Source: an optimization exercise on an open RTL-to-GDS flow (aim: small area). Production flows keep margins and buffers that such runs may drop. In this exercise RTL edits were held to simulation tests only and were not proved equivalent to the original.

==> flow/design.v, too long to show whole: its modules and the start of the top module <==
// module fa_cell: 4 lines
// module ha_cell: 4 lines
// module xor2_cell: 3 lines
// module xnor2_cell: 3 lines
// module nand2_cell: 3 lines
// module nor2_cell: 3 lines
// module or2_cell: 3 lines
// module inv_cell: 3 lines
// module aoi21_cell: 3 lines
// module oai21_cell: 3 lines
// module sel3_cell: 3 lines
// module fp_mult: 2207 lines
module fp_mult (
    input  var logic        clk,
    input  var logic        rst,
    input  var logic        valid_i,
    input  var logic [31:0] num_a_i,
    input  var logic [31:0] num_b_i,
    output var logic [31:0] num_o,
    output var logic        valid_o
);
  // ...
==> flow/run.sh <==
#!/bin/bash
# synth_recipe.tcl (not shown) runs the flow's synth.tcl, then flattens the netlist and writes it again
# the make line also repeats each setting of config.mk as NAME=value (left out here)
make -C /OpenROAD-flow-scripts/flow DESIGN_CONFIG=/design/flow/config.mk WORK_HOME=/design/flow/orfs CLKGATE_MAP_FILE= SYNTH_SCRIPT=/design/flow/synth_recipe.tcl finish
==> flow/config.mk <==
export PLATFORM = sky130hd
export DESIGN_NAME = fp_mult
export DESIGN_NICKNAME = fp_mult
export VERILOG_FILES = /design/flow/design.v
export SDC_FILE = /design/flow/constraint.sdc
export NUM_CORES = 4
export LEC_CHECK = 0
export CAP_MARGIN = 20
export CELL_PAD_IN_SITES_DETAIL_PLACEMENT = 2
export CELL_PAD_IN_SITES_GLOBAL_PLACEMENT = 2
export CORE_MARGIN = 2
export CORE_UTILIZATION = 40
export CTS_BUF_LIST = sky130_fd_sc_hd__clkbuf_4 sky130_fd_sc_hd__clkbuf_8
export SLEW_MARGIN = 20
export SYNTH_HIERARCHICAL = 1
==> flow/constraint.sdc <==
create_clock -name core_clock -period 8.5 [get_ports {clk}]
set_input_delay 1.7000 -clock core_clock [delete_from_list [all_inputs] [get_ports {clk}]]
set_output_delay 1.7000 -clock core_clock [all_outputs]
set_load 0.01 [all_outputs]
==> metrics.yaml, run 1 <==
cells_and_area:
  seq_area_frac: 0.112
  multi_input_gates: 1450
  finalNonFillerCells: 2341
  clock_area_frac: 0.00997
  multi_input_area_mm2: 0.0138
routing:
  drt_iter0_drc: 2992
  drt-total-wl_mm: 70.5
  post-route-drc-count: 0
  m1WireLength_mm: 28.2
  via_per_inst: 7.07
worst_setup_path:
  crit_family: "adder cells"
  critPathMaxFanout: 10
yosys:
  netlist_area_mm2: 0.0161
  synth_seq_cells: 105
  synth_top_family_by_area: "adder cells"
  synth_nets: 1957
  synth_fa_ha_area_frac: 0.303
clock_network:
  insertion_delay_ps: 430
die:
  num_tap_cells: 525
  rows: 73
  die_height_um: 205
  core_region_area_mm2: 0.0397
sta:
  skew_ps: 20.7
  period_minus_slack_ps: 8100
run_status:
  status: "timing/DRC/antenna clean"
==> run 2: changes to the inputs <==
==> flow/flow/run.sh (new file) <==
#!/bin/bash
# The standard layout (standard.sh: its synthesis and the ORFS steps to
# finish), with two changes:
# - the buffers that buffer_ports puts on every input and output port are the
#   smallest buffer cell, sky130_fd_sc_hd__buf_1 (repair may still resize them);
# - after global routing, cells on paths with positive slack are downsized
#   (ORFS RECOVER_POWER).
set -e
echo 'export BUFFER_PORTS_ARGS = -buffer_cell sky130_fd_sc_hd__buf_1' >> config.mk
echo 'export RECOVER_POWER = 100' >> config.mk
bash standard.sh > standard.log 2>&1
==> flow/standard.sh (new file) <==
#!/bin/bash
# synth_recipe.tcl (not shown) runs the flow's synth.tcl, then flattens the netlist and writes it again
# the make line also repeats each setting of config.mk as NAME=value (left out here)
make -C /OpenROAD-flow-scripts/flow DESIGN_CONFIG=/design/flow/config.mk WORK_HOME=/design/flow/orfs CLKGATE_MAP_FILE= SYNTH_SCRIPT=/design/flow/synth_recipe.tcl "${@:-finish}"
--- a/flow/config.mk
+++ b/flow/config.mk
@@ -11,5 +11,6 @@
 export CORE_MARGIN = 2
 export CORE_UTILIZATION = 40
-export CTS_BUF_LIST = sky130_fd_sc_hd__clkbuf_4 sky130_fd_sc_hd__clkbuf_8
 export SLEW_MARGIN = 20
 export SYNTH_HIERARCHICAL = 1
+export BUFFER_PORTS_ARGS = -buffer_cell sky130_fd_sc_hd__buf_1
+export RECOVER_POWER = 100
removed: flow/run.sh
==> metrics.yaml, run 2 <==
run_status:
  status: "failed layout checks"
  failed_checks: "capacitance limit, slew limit"
worst_hold_path:
  min_from: "sign_q"
  min_path_type: "flop to flop"
die:
  die_height_um: 205  # unchanged
  die_w_um: 205
  dieArea_mm2: 0.0419
  core_region_area_mm2: 0.0397  # unchanged
  rows: 73  # unchanged
  io_pins: 100
  start_util: 0.406
place:
  gp_congestion: 0.909
  portBuffers: 99
  placed_area_mm2: 0.0178
  detailed_place_hpwl_mm: 52.8
  dp_slack_ps: -223
sta:
  slew_headroom: -0.795
  fin_crit_sh: 0.945
  period_minus_slack_ps: 8040  # -65.6 ps
  setup_viol: 0
  worstMarginPinSlew_ps: 2690
  max_freq_ghz: 0.124
  final.setup.worst_slack_ps: 464
  hold_violations: 0
  rsz0062_at_grt: "false"
  skew_ps: 16.6  # -4.12 ps
  slew_violations: 105
routing:
  drt_iter0_drc: 2852  # -4.7%
  via_per_inst: 7.02  # -0.68%
  first_pass_iters: 15
  wl_met3_mm: 7.00
  m1WireLength_mm: 28.5  # +0.73%
  post-route-drc-count: 0  # unchanged
  top_signal_layer_used: "met4"
  drt-total-wl_mm: 69.9  # -0.89%
  wl_per_cell_um: 29.8
  wl_met2_mm: 32.4
  num_vias: 16400
  ant_nets: 0
yosys:
  synth_ff_type: "dfxtp_1"
  synth_seq_area_share: 0.130
  synth_area_per_cell_um2: 9.87
  synth_most_common_cell: "a222oi_1"
  synthTopCellsByCount: "a222oi_1, fa_1, nand2_1, nor2_1, dfxtp_1"
  synth_seq_cells: 105  # unchanged
  synthCells: 1632
  synth_xor_xnor_area_share: 0.0712
  synth_fa_ha_area_frac: 0.303  # unchanged
  yosysWarnings: 7
  netlist_area_mm2: 0.0161  # unchanged
  synth_top_cell_area_share: 0.273
  synth_nets: 1957  # unchanged
  synth_top_family_by_area: "adder cells"
  yosys.area_share.simple: 0.119
  muxShareOfSynthArea: 0.0581
  yosysTopAreaCell: "fa_1"
  ys_types: 66
  async_flop_share: 0
  synth-compound-area-share: 0.297
  synthTopCellsByArea: "fa_1, a222oi_1, dfxtp_1"
  synth_edf_count: 0
cells_and_area:
  ff_latch_area_mm2: 0.00210
  areaGrowthSynthToFinish_pct: 13.0
  final_common_cell: "a222oi_1"
  top_regs: "v_q: 28 flops, x_q: 24 flops, y_q: 24 flops"
  multi_input_area_mm2: 0.0138  # -0.25%
  fill_cells: 4349
  layout-drive-gt1-share: 0.132
  n_antenna_cell: 0
  largest_reg_flops: 28
  fin_nets: 2137
  regMostFlops: "v_q"
  design_area_mm2: 0.0182
  layout_common_cells: "a222oi_1, fa_1, nand2_1, nor2_1, dfxtp_1"
clock_network:
  htreeDepth: 3
  cts_tree: "done"
  post_cts_buffers: 0
  root_buffer: "clkbuf_16"
  insertion_delay_ps: 380  # -50 ps
  clock_path_buffers: 2
  cts_buffers: 9
  cts_hold_buf: 0
  clock-sinks: 105
  path_clk_slew_ps: 90
worst_setup_path:
  crit_top_cell: "fa_1"
  worstPathRequired_ps: 8800
  cpPeakStageDelay_ps: 690
  critPathMaxFanout: 9  # -1
  crit_slowest_cell: "xnor2_2"
  end_kind: "flop"
  crit_type: "flop to flop"
  crit_start: "x_q[3]"
  crit_arrival_ps: 8340
  start_kind: "flop"
  reg2reg_from: "x_q[3]"
grt:
  grt_use_total: 0.331
  grt_pass1_vias: 17300
  grt_pass1_wl_mm: 106
  grt-ovfl-total: 0
  grt_max_degree: 56
  antenna_found_initial: 0
run:
  cap_violations: 2
==> run 2: final cells by class <==
cell class	instances	area share
Inverter	38	0.00783
Sequential cell	105	0.115
Tap cell	525	0.0361
Clock buffer	9	0.0124
Multi-Input combinational cell	1450	0.757
Timing Repair Buffer	208	0.0650
Clock inverter	7	0.00646
==> run 2: timing repair <==
action | 4_1_cts | 5_1_grt
pin swaps | 1 | 2
setup endpoints to repair | 6 | 11
gates resized for setup | 5 | 21
==> run 2: worst max-delay path, delay by kind of cell, from the launching register on <==
| family | cells | cell delay (ps) |
|---|---|---|
| flip-flops | 1 | 340 |
| AND/OR/NAND/NOR | 7 | 1120 |
| AO/OA/AOI/OAI | 13 | 2200 |
| XOR/XNOR | 3 | 1260 |
| buffers and inverters | 1 | 170 |
| adder cells (fa/ha/maj) | 6 | 2870 |
==> run 2: path summary, 6_finish.rpt <==
check / cells past startpoint / slack (ps) / end
max reg2reg: 30 / 460 / exp_q[6]
min reg2reg: 0 / 350 / sgn_q
min: 0 / 350 / sgn_q
max: 30 / 460 / exp_q[6]
==> run 2: metrics by stage <==
step	hold WS (ps)	util	TNS (ps)	std cells
2_1_floorplan	310	-	0	1632
3_3_place_gp	312	0.447	0	2326
3_5_place_dp	315	0.448	-628	2326
4_1_cts	347	0.457	0	2342
5_1_grt	360	0.458	0	2342
6_report	345	0.458	0	2342
==> run 2: Yosys stat by module, one instance, submodules excluded <==
module      flip-flops and latches  area (um^2)
xor2_cell                        0         8.76
xnor2_cell                       0         8.76
inv_cell                         0         3.75
sel3_cell                        0         10.0
nor2_cell                        0         3.75
ha_cell                          0         12.5
fp_mult                        105         6090
nand2_cell                       0         3.75
oai21_cell                       0         5.00
aoi21_cell                       0         8.76
or2_cell                         0         6.26
fa_cell                          0         20.0
==> run 2: cells by family after synthesis <==
family / count (synthesis)
buffers and inverters: 77
AO/OA/AOI/OAI: 549
AND/OR/NAND/NOR: 430
flip-flops: 105
XOR/XNOR: 131
adder cells (fa/ha/maj): 258
multiplexers: 82
==> run 2: per-layer routing <==
metal / track usage / up-vias
li1: - / 6908
met1: 0.442 / 8379
met2: 0.534 / 1013
met3: 0.0729 / 147
met4: 0.102 / 0
met5: 0 / -
==> run 3: changes to the inputs <==
--- a/flow/config.mk
+++ b/flow/config.mk
@@ -10,5 +10,5 @@
 export CELL_PAD_IN_SITES_GLOBAL_PLACEMENT = 2
 export CORE_MARGIN = 2
-export CORE_UTILIZATION = 40
+export CORE_UTILIZATION = 50
 export SLEW_MARGIN = 20
 export SYNTH_HIERARCHICAL = 1
==> metrics.yaml, run 3 <==
clock_network:
  htreeDepth: 3  # unchanged
  cts_resized: 62  # +57
  cts_buffers: 9  # unchanged
  cts_hold_buf: 0  # unchanged
  clock_path_buffers: 2  # unchanged
  clock-sinks: 105  # unchanged
  post_cts_buffers: 4  # +4
  root_buffer: "clkbuf_16"
die:
  io_pins: 100  # unchanged
  rows: 65  # -11%
  start_util: 0.509  # +0.104
  die_w_um: 184  # -10%
  die_height_um: 184  # -10%
yosys:
  yosysWarnings: 7  # unchanged
  synth_area_per_cell_um2: 9.87  # unchanged
  async_flop_share: 0  # unchanged
  synthTopCellsByArea: "fa_1, a222oi_1, dfxtp_1"
  synthTopCellsByCount: "a222oi_1, fa_1, nand2_1, nor2_1, dfxtp_1"
  synthCells: 1632  # unchanged
  netlist_area_mm2: 0.0161  # unchanged
  synth_most_common_cell: "a222oi_1"
  synth_top_cell_area_share: 0.273  # unchanged
  synth_ff_type: "dfxtp_1"
  synth_seq_area_share: 0.130  # unchanged
  synth_seq_cells: 105  # unchanged
  synth_edf_count: 0  # unchanged
  ys_types: 66  # unchanged
  synth_nets: 1957  # unchanged
  yosysTopAreaCell: "fa_1"
run_status:
  stop_stage: "clock tree synthesis (4_1_cts)"
  firstError: "[ERROR DPL-0033] detailed placement checks failed during check placement."
  status: "aborted with a tool error"
place:
  detailed_place_hpwl_mm: 60.9  # +15%
  gp_congestion: 0.960  # +5.6%
  portBuffers: 99  # unchanged
  place_inst: 2191  # -5.8%
run 3: logic make-up after synthesis:
kind of cell	count (synthesis)	share of synthesized area
AND/OR/NAND/NOR	430	0.119
AO/OA/AOI/OAI	549	0.297
XOR/XNOR	131	0.0712
flip-flops	105	0.130
buffers and inverters	77	0.0214
adder cells (fa/ha/maj)	258	0.303
multiplexers	82	0.0581
run 3: Yosys stat by module (local to each module, per instance):
module	area (um^2)	cells inside	copies in the design	flip-flops and latches
sel3_cell	10.0	1	287	0
nor2_cell	3.75	1	61	0
or2_cell	6.26	1	21	0
oai21_cell	5.00	1	34	0
ha_cell	12.5	1	23	0
inv_cell	3.75	1	16	0
nand2_cell	3.75	1	62	0
fp_mult	6090	720	1	105
xor2_cell	8.76	1	71	0
aoi21_cell	8.76	1	73	0
xnor2_cell	8.76	1	45	0
fa_cell	20.0	1	219	0
run 3: per-stage QoR:
stage | cell area, um^2 | util | setup TNS (ps) | setup slack [ps]
after global placement | 17500 | 0.554 | 0 | 293
after floorplan | 16100 | - | 0 | 607
after detailed placement | 17500 | 0.554 | -4600 | -716
run 3: worst max-delay path by stage:
stage	slack, ps	from	to	cells after the start
floorplan	610	x_q[3]	exp_q[6]	31
detailed placement	-720	x_q[9]	exp_q[6]	32
global placement	290	x_q[9]	exp_q[6]	30
==> run 4: changes to the inputs <==
==> flow/flow/run.sh (replaced) <==
#!/bin/bash
# The standard layout (standard.sh: its synthesis and the ORFS steps to
# finish), with three changes:
# - the buffers that buffer_ports puts on every input and output port are the
#   smallest buffer cell, sky130_fd_sc_hd__buf_1 (repair may still resize them);
# - after global routing, cells on paths with positive slack are downsized
#   (ORFS RECOVER_POWER);
# - timing-driven global placement does not keep the buffers its repair
#   inserts (GPL_KEEP_OVERFLOW 0); the later repair steps add what is needed.
set -e
echo 'export BUFFER_PORTS_ARGS = -buffer_cell sky130_fd_sc_hd__buf_1' >> config.mk
echo 'export RECOVER_POWER = 100' >> config.mk
echo 'export GPL_KEEP_OVERFLOW = 0' >> config.mk
bash standard.sh > standard.log 2>&1
--- a/flow/config.mk
+++ b/flow/config.mk
@@ -10,7 +10,8 @@
 export CELL_PAD_IN_SITES_GLOBAL_PLACEMENT = 2
 export CORE_MARGIN = 2
-export CORE_UTILIZATION = 50
+export CORE_UTILIZATION = 40
 export SLEW_MARGIN = 20
 export SYNTH_HIERARCHICAL = 1
 export BUFFER_PORTS_ARGS = -buffer_cell sky130_fd_sc_hd__buf_1
 export RECOVER_POWER = 100
+export GPL_KEEP_OVERFLOW = 0
==> metrics.yaml, run 4 <==
run_status:
  status: "failed layout checks"
  failed_checks: "capacitance limit, slew limit"
routing:
  via_per_inst: 7.08
  first_pass_iters: 17
  wl_per_cell_um: 30.5
  post-route-drc-count: 0
  drt_iter0_drc: 3031
  num_vias: 16100
  drt-total-wl_mm: 69.1
  ant_nets: 0
grt:
  grt_pass1_vias: 16800
  antenna_found_initial: 0
  grt-ovfl-total: 0
  grt_max_degree: 39
  grt_use_total: 0.324
  grt_pass1_wl_mm: 104
yosys:
  synth_nets: 1957  # unchanged
  synthTopCellsByCount: "a222oi_1, fa_1, nand2_1, nor2_1, dfxtp_1"
  netlist_area_mm2: 0.0161  # unchanged
  async_flop_share: 0  # unchanged
  synth_seq_cells: 105  # unchanged
  synthCells: 1632  # unchanged
  yosysTopAreaCell: "fa_1"
  synth_most_common_cell: "a222oi_1"
  synthTopCellsByArea: "fa_1, a222oi_1, dfxtp_1"
  synth_seq_area_share: 0.130  # unchanged
  yosysWarnings: 7  # unchanged
  ys_types: 66  # unchanged
  synth_area_per_cell_um2: 9.87  # unchanged
  synth_edf_count: 0  # unchanged
  synth_ff_type: "dfxtp_1"
  synth_top_cell_area_share: 0.273  # unchanged
sta:
  setup_viol: 0
  slew_violations: 33
  hold_violations: 0
  whs_ps: 340
  slew_headroom: -0.146
  fin_crit_sh: 0.972
  max_freq_ghz: 0.121
  skew_ps: 14.3
  period_minus_slack_ps: 8260
  worstMarginPinSlew_ps: 1720
  final.setup.worst_slack_ps: 240
die:
  core_region_area_mm2: 0.0397
  io_pins: 100  # unchanged
  die_height_um: 205  # +12%
  die_w_um: 205  # +12%
  dieArea_mm2: 0.0419
  rows: 73  # +12%
  start_util: 0.406  # -0.104
place:
  place_inst: 2234  # +2.0%
  dp_slack_ps: -1730  # -1010 ps
  placed_area_mm2: 0.0174  # -0.51%
  gp_congestion: 0.890  # -7.2%
  portBuffers: 99  # unchanged
  detailed_place_hpwl_mm: 50.7  # -17%
worst_setup_path:
  start_kind: "flop"
  reg2reg_from: "x_q[9]"
  crit_arrival_ps: 8510
  ff2ff_path_depth: 29
  crit_top_cell: "a21oi_2"
  crit_slowest_cell: "xor2_2"
  rrSetupSlack_ps: 240
  end_kind: "flop"
  r2r-end: "exp_q[6]"
  cpPeakStageDelay_ps: 840
  worstPathRequired_ps: 8750
  crit_start: "x_q[9]"
  critPathMaxFanout: 26
  crit_type: "flop to flop"
clock_network:
  htreeDepth: 3  # unchanged
  insertion_delay_ps: 380
  cts_hold_buf: 0  # unchanged
  clock_path_buffers: 2  # unchanged
  root_buffer: "clkbuf_16"
  path_clk_slew_ps: 80
  cts_buffers: 9  # unchanged
  clock-sinks: 105  # unchanged
  cts_tree: "done"
run:
  cap_violations: 1
cells_and_area:
  final_common_cell: "a222oi_1"
  largest_reg_flops: 28
  regMostFlops: "v_q"
  finalNonFillerCells: 2267
  layout_common_cells: "a222oi_1, fa_1, nand2_1, nor2_1, buf_1"
  areaGrowthSynthToFinish_pct: 13.0
  top_regs: "v_q: 28 flops, x_q: 24 flops, y_q: 24 flops"
  design_area_mm2: 0.0182
  layout-drive-gt1-share: 0.145
  fin_nets: 2061
worst_hold_path:
  hold_path_end: "sgn_q"
  whs_path_depth: 0
  min_from: "sign_q"
  min_path_type: "flop to flop"
run 4: cell counts after synthesis:
Identical to the previous run, type by type.
run 4: Yosys stat by module (local to each module, per instance):
| module | flip-flops and latches | cells inside | cell area, um^2 |
|---|---|---|---|
| ha_cell | 0 | 1 | 12.5 |
| nand2_cell | 0 | 1 | 3.75 |
| oai21_cell | 0 | 1 | 5.00 |
| nor2_cell | 0 | 1 | 3.75 |
| aoi21_cell | 0 | 1 | 8.76 |
| xor2_cell | 0 | 1 | 8.76 |
| fp_mult | 105 | 720 | 6090 |
| fa_cell | 0 | 1 | 20.0 |
| xnor2_cell | 0 | 1 | 8.76 |
| sel3_cell | 0 | 1 | 10.0 |
| or2_cell | 0 | 1 | 6.26 |
| inv_cell | 0 | 1 | 3.75 |
run 4: logic make-up after synthesis:
kind of cell             after synthesis  synth area share
buffers and inverters                 77            0.0214
adder cells (fa/ha/maj)              258             0.303
flip-flops                           105             0.130
AO/OA/AOI/OAI                        549             0.297
multiplexers                          82            0.0581
XOR/XNOR                             131            0.0712
AND/OR/NAND/NOR                      430             0.119
run 4: how the worst max path moves through the flow:
stage | endpoint | cells after the start | slack [ps]
after floorplan | exp_q[6] | 31 | 610
after global placement | exp_q[6] | 29 | -1270
after detailed placement | exp_q[6] | 30 | -1730
after CTS | exp_q[6] | 31 | 20
after global routing | exp_q[3] | 31 | -100
final | exp_q[6] | 29 | 240
run 4: area by class of cell:
cell class,count,area (um^2)
Multi-Input combinational cell,1450,14200
Sequential cell,105,2170
Tap cell,525,657
Clock inverter,6,63.8
Clock buffer,10,229
Fill cell,4268,21500
Antenna cell,1,2.50
Inverter,38,143
Timing Repair Buffer,132,738
run 4: what timing repair did:
action / CTS / global route
cloned: 0 / 0
endpoints found under the setup margin: 18 / 11
pin swaps: 3 / 8
buffers inserted: 4 / 11
resized for setup: 57 / 27
run 4: stage by stage:
step / TNS [ps] / utilization
after detailed placement: -17910 / 0.439
after global placement: -12520 / 0.426
after CTS: 0 / 0.453
after global routing: -349 / 0.458
after floorplan: 0 / -
final: 0 / 0.458
run 4: metal layers:
layer  routed length [um]  track usage  up-vias  part of all wire
met1                28600        0.436     8261              0.41
li1                     -            -     6749                 -
met3                 6500       0.0668      135             0.094
met5                    0            0        -                 0
met2                32300        0.525      916              0.47
met4                 1720       0.0911        0             0.025
run 4: worst max-delay path: cells and delay by family (launching register included):
| family | cells | cell delay [ps] |
|---|---|---|
| AOI/OAI and AO/OA | 15 | 2750 |
| xor gates and xnor gates | 3 | 1310 |
| adders and majority gates | 5 | 2570 |
| buffers and inverters | 1 | 110 |
| DFF | 1 | 590 |
| and+or+nand+nor | 5 | 750 |
==> run 5: changes to the inputs <==
==> flow/flow/run.sh (replaced) <==
#!/bin/bash
# The standard layout (standard.sh: its synthesis and the ORFS steps to
# finish), with one change: the buffers that buffer_ports puts on every input
# and output port are the smallest buffer cell, sky130_fd_sc_hd__buf_1,
# instead of the default choice. The repair steps may still resize them.
set -e
echo 'export BUFFER_PORTS_ARGS = -buffer_cell sky130_fd_sc_hd__buf_1' >> config.mk
bash standard.sh > standard.log 2>&1
--- a/flow/config.mk
+++ b/flow/config.mk
@@ -14,4 +14,2 @@
 export SYNTH_HIERARCHICAL = 1
 export BUFFER_PORTS_ARGS = -buffer_cell sky130_fd_sc_hd__buf_1
-export RECOVER_POWER = 100
-export GPL_KEEP_OVERFLOW = 0
==> metrics.yaml, run 5 <==
place:
  placed_area_mm2: 0.0178  # +2.0%
  gp_congestion: 0.909  # +2.1%
  detailed_place_hpwl_mm: 52.8  # +4.2%
  portBuffers: 99  # unchanged
  place_inst: 2326  # +4.1%
grt:
  grt_use_total: 0.331  # +0.00713
  grt_pass1_wl_mm: 106  # +2.0%
  grt_pass1_vias: 17300  # +2.7%
  grt-ovfl-total: 0  # unchanged
  antenna_found_initial: 0  # unchanged
  grt_max_degree: 56  # +44%
yosys:
  synth_top_cell_area_share: 0.273  # unchanged
  netlist_area_mm2: 0.0161  # unchanged
  synth_most_common_cell: "a222oi_1"
  synthTopCellsByArea: "fa_1, a222oi_1, dfxtp_1"
  synthTopCellsByCount: "a222oi_1, fa_1, nand2_1, nor2_1, dfxtp_1"
  synth_area_per_cell_um2: 9.87  # unchanged
  synthCells: 1632  # unchanged
  synth_edf_count: 0  # unchanged
  synth_ff_type: "dfxtp_1"
  ys_types: 66  # unchanged
  synth_nets: 1957  # unchanged
  async_flop_share: 0  # unchanged
  yosysTopAreaCell: "fa_1"
  synth_seq_cells: 105  # unchanged
  yosysWarnings: 7  # unchanged
  synth_seq_area_share: 0.130  # unchanged
cells_and_area:
  top_regs: "v_q: 28 flops, x_q: 24 flops, y_q: 24 flops"
  largest_reg_flops: 28  # unchanged
  areaGrowthSynthToFinish_pct: 13.4
  fill_cells: 4339  # +1.7%
  fin_nets: 2137  # +3.7%
  design_area_mm2: 0.0183  # +0.36%
  regMostFlops: "v_q"
  ff_latch_area_mm2: 0.00210  # -3.3%
  layout_common_cells: "a222oi_1, fa_1, nand2_1, nor2_1, buf_4"
  final_common_cell: "a222oi_1"
  finalNonFillerCells: 2342  # +3.3%
  final_util: 0.460  # +0.00167
  layout-drive-gt1-share: 0.144  # -0.00110
  multi_input_area_mm2: 0.0138  # -2.6%
  n_antenna_cell: 0  # -1
sta:
  period_minus_slack_ps: 8020  # -241 ps
  rsz0062_at_grt: "false"
  tns_ps: 0  # unchanged
  whs_ps: 345  # +5.80 ps
  worstMarginPinSlew_ps: 1230  # -485 ps
  hold_violations: 0  # unchanged
  fin_crit_sh: 0.943  # -0.0284
  slew_violations: 0  # -100%
  max_freq_ghz: 0.125  # +3.0%
  slew_headroom: 0.175  # +0.321
  skew_ps: 17.8  # +3.48 ps
  setup_viol: 0  # unchanged
worst_setup_path:
  rrSetupSlack_ps: 480  # +240 ps
  critPathMaxFanout: 9  # -65%
  crit_slowest_cell: "xnor2_2"
  start_kind: "flop"
  end_kind: "flop"
  crit_type: "flop to flop"
  crit_arrival_ps: 8320  # -190 ps
  cpPeakStageDelay_ps: 690  # -150 ps
  worstPathRequired_ps: 8800  # +50 ps
die:
  core_region_area_mm2: 0.0397  # unchanged
  die_height_um: 205  # unchanged
  dieArea_mm2: 0.0419  # unchanged
  rows: 73  # unchanged
  start_util: 0.406  # unchanged
  die_w_um: 205  # unchanged
  io_pins: 100  # unchanged
worst_hold_path:
  min_path_type: "flop to flop"
routing:
  drt_iter0_drc: 2788  # -8.0%
  first_pass_iters: 14  # -3
  via_per_inst: 7.07  # -0.27%
  ant_nets: 0  # unchanged
  post-route-drc-count: 0  # unchanged
  num_vias: 16500  # +3.0%
  wl_per_cell_um: 29.9  # -1.8%
  drt-total-wl_mm: 70.1  # +1.4%
run:
  cap_violations: 0  # -1
clock_network:
  clock_path_buffers: 2  # unchanged
  insertion_delay_ps: 380  # about the same
  root_buffer: "clkbuf_16"
  htreeDepth: 3  # unchanged
  cts_buffers: 9  # unchanged
  clock-sinks: 105  # unchanged
  cts_tree: "done"
  path_clk_slew_ps: 90  # about the same
  post_cts_buffers: 0  # -4
  cts_hold_buf: 0  # unchanged
run_status:
  status: "timing/DRC/antenna clean"
run 5: cell counts after synthesis:
No cell type changed its count.
run 5: kinds of logic after synthesis:
family                   after synthesis  synth area share
XOR/XNOR                             131            0.0712
adder cells (fa/ha/maj)              258             0.303
AND/OR/NAND/NOR                      430             0.119
flip-flops                           105             0.130
multiplexers                          82            0.0581
AO/OA/AOI/OAI                        549             0.297
buffers and inverters                 77            0.0214
run 5: worst paths after layout:
| kind | startpoint | to | cells past startpoint |
|---|---|---|---|
| setup / recovery | x_q[3] | exp_q[6] | 30 |
| hold / removal | sign_q | sgn_q | 0 |
| setup reg to reg | x_q[3] | exp_q[6] | 30 |
| hold reg to reg | sign_q | sgn_q | 0 |
run 5: critical path: cells and delay by family, from the launching register on:
kind,cells,cell delay (ps)
DFF,1,340
xor gates and xnor gates,3,1250
adders and majority gates,6,2860
and+or+nand+nor,7,1110
buffers and inverters,1,170
AOI/OAI and AO/OA,13,2180
run 5: final cells by class:
cell class / instances / area share
clock buffers: 9 / 0.0123
clock inverters: 7 / 0.00643
inverters: 38 / 0.00780
multi-input cells: 1450 / 0.757
flip-flops and latches: 105 / 0.115
well taps: 525 / 0.0359
repair buffers: 208 / 0.0658
run 5: per-layer routing:
layer	vias up	wire, um	global-route usage
li1	6899	-	-
met1	8453	28600	0.442
met2	1050	32500	0.534
met3	146	6860	0.0729
met4	0	2060	0.102
met5	-	0	0
run 5: stage by stage:
stage | setup slack, ps
after CTS | 10.3
after global placement | 34.4
final | 481
after detailed placement | -223
after global routing | 15.4
after floorplan | 607
run 5: repair_timing:
item                                    in CTS  in global routing
cloned                                       0                  0
resized for setup                            5                 21
endpoints found under the setup margin       6                 11
pin swaps                                    1                  2
run 5: Yosys stat by module, one instance, submodules excluded, a selection:
module,flip-flops and latches,times used
nor2_cell,0,61
fp_mult,105,1
oai21_cell,0,34
xnor2_cell,0,45
xor2_cell,0,71
nand2_cell,0,62
sel3_cell,0,287
or2_cell,0,21
inv_cell,0,16

-- what the ideal ports hide --
The results above use ideal ports. As a check the final layouts listed here were re-extracted and re-timed, cells and wires unchanged.
Step 1 (the two cells are an assumption about what drives the block):
set clk [get_ports {clk}]
set_driving_cell -lib_cell sky130_fd_sc_hd__clkbuf_16 $clk
set_driving_cell -lib_cell sky130_fd_sc_hd__buf_2 [delete_from_list [all_inputs] $clk]
Step 2 adds t to the input delays and takes it off the output delays; t is the mean of the earliest and latest rising clock arrival at the registers after step 1. Input paths then give back, and output paths get back, about the clock's delay inside the block.
Three values: ideal, step 1, step 2; two values: the first two.
| run | shift t [ns] | slack for setup (ns) | slew at the worst register clock pin (ns) |
|---|---|---|---|
| run 1 | 0.466 | 0.399 / 0.399 / 0.399 | 0.12 / 0.12 |
| run 2 | 0.423 | 0.464 / 0.464 / 0.464 | 0.09 / 0.09 |
| run 4 | 0.427 | 0.240 / 0.240 / 0.240 | 0.08 / 0.08 |
| run 5 | 0.425 | 0.481 / 0.481 / 0.481 | 0.09 / 0.09 |
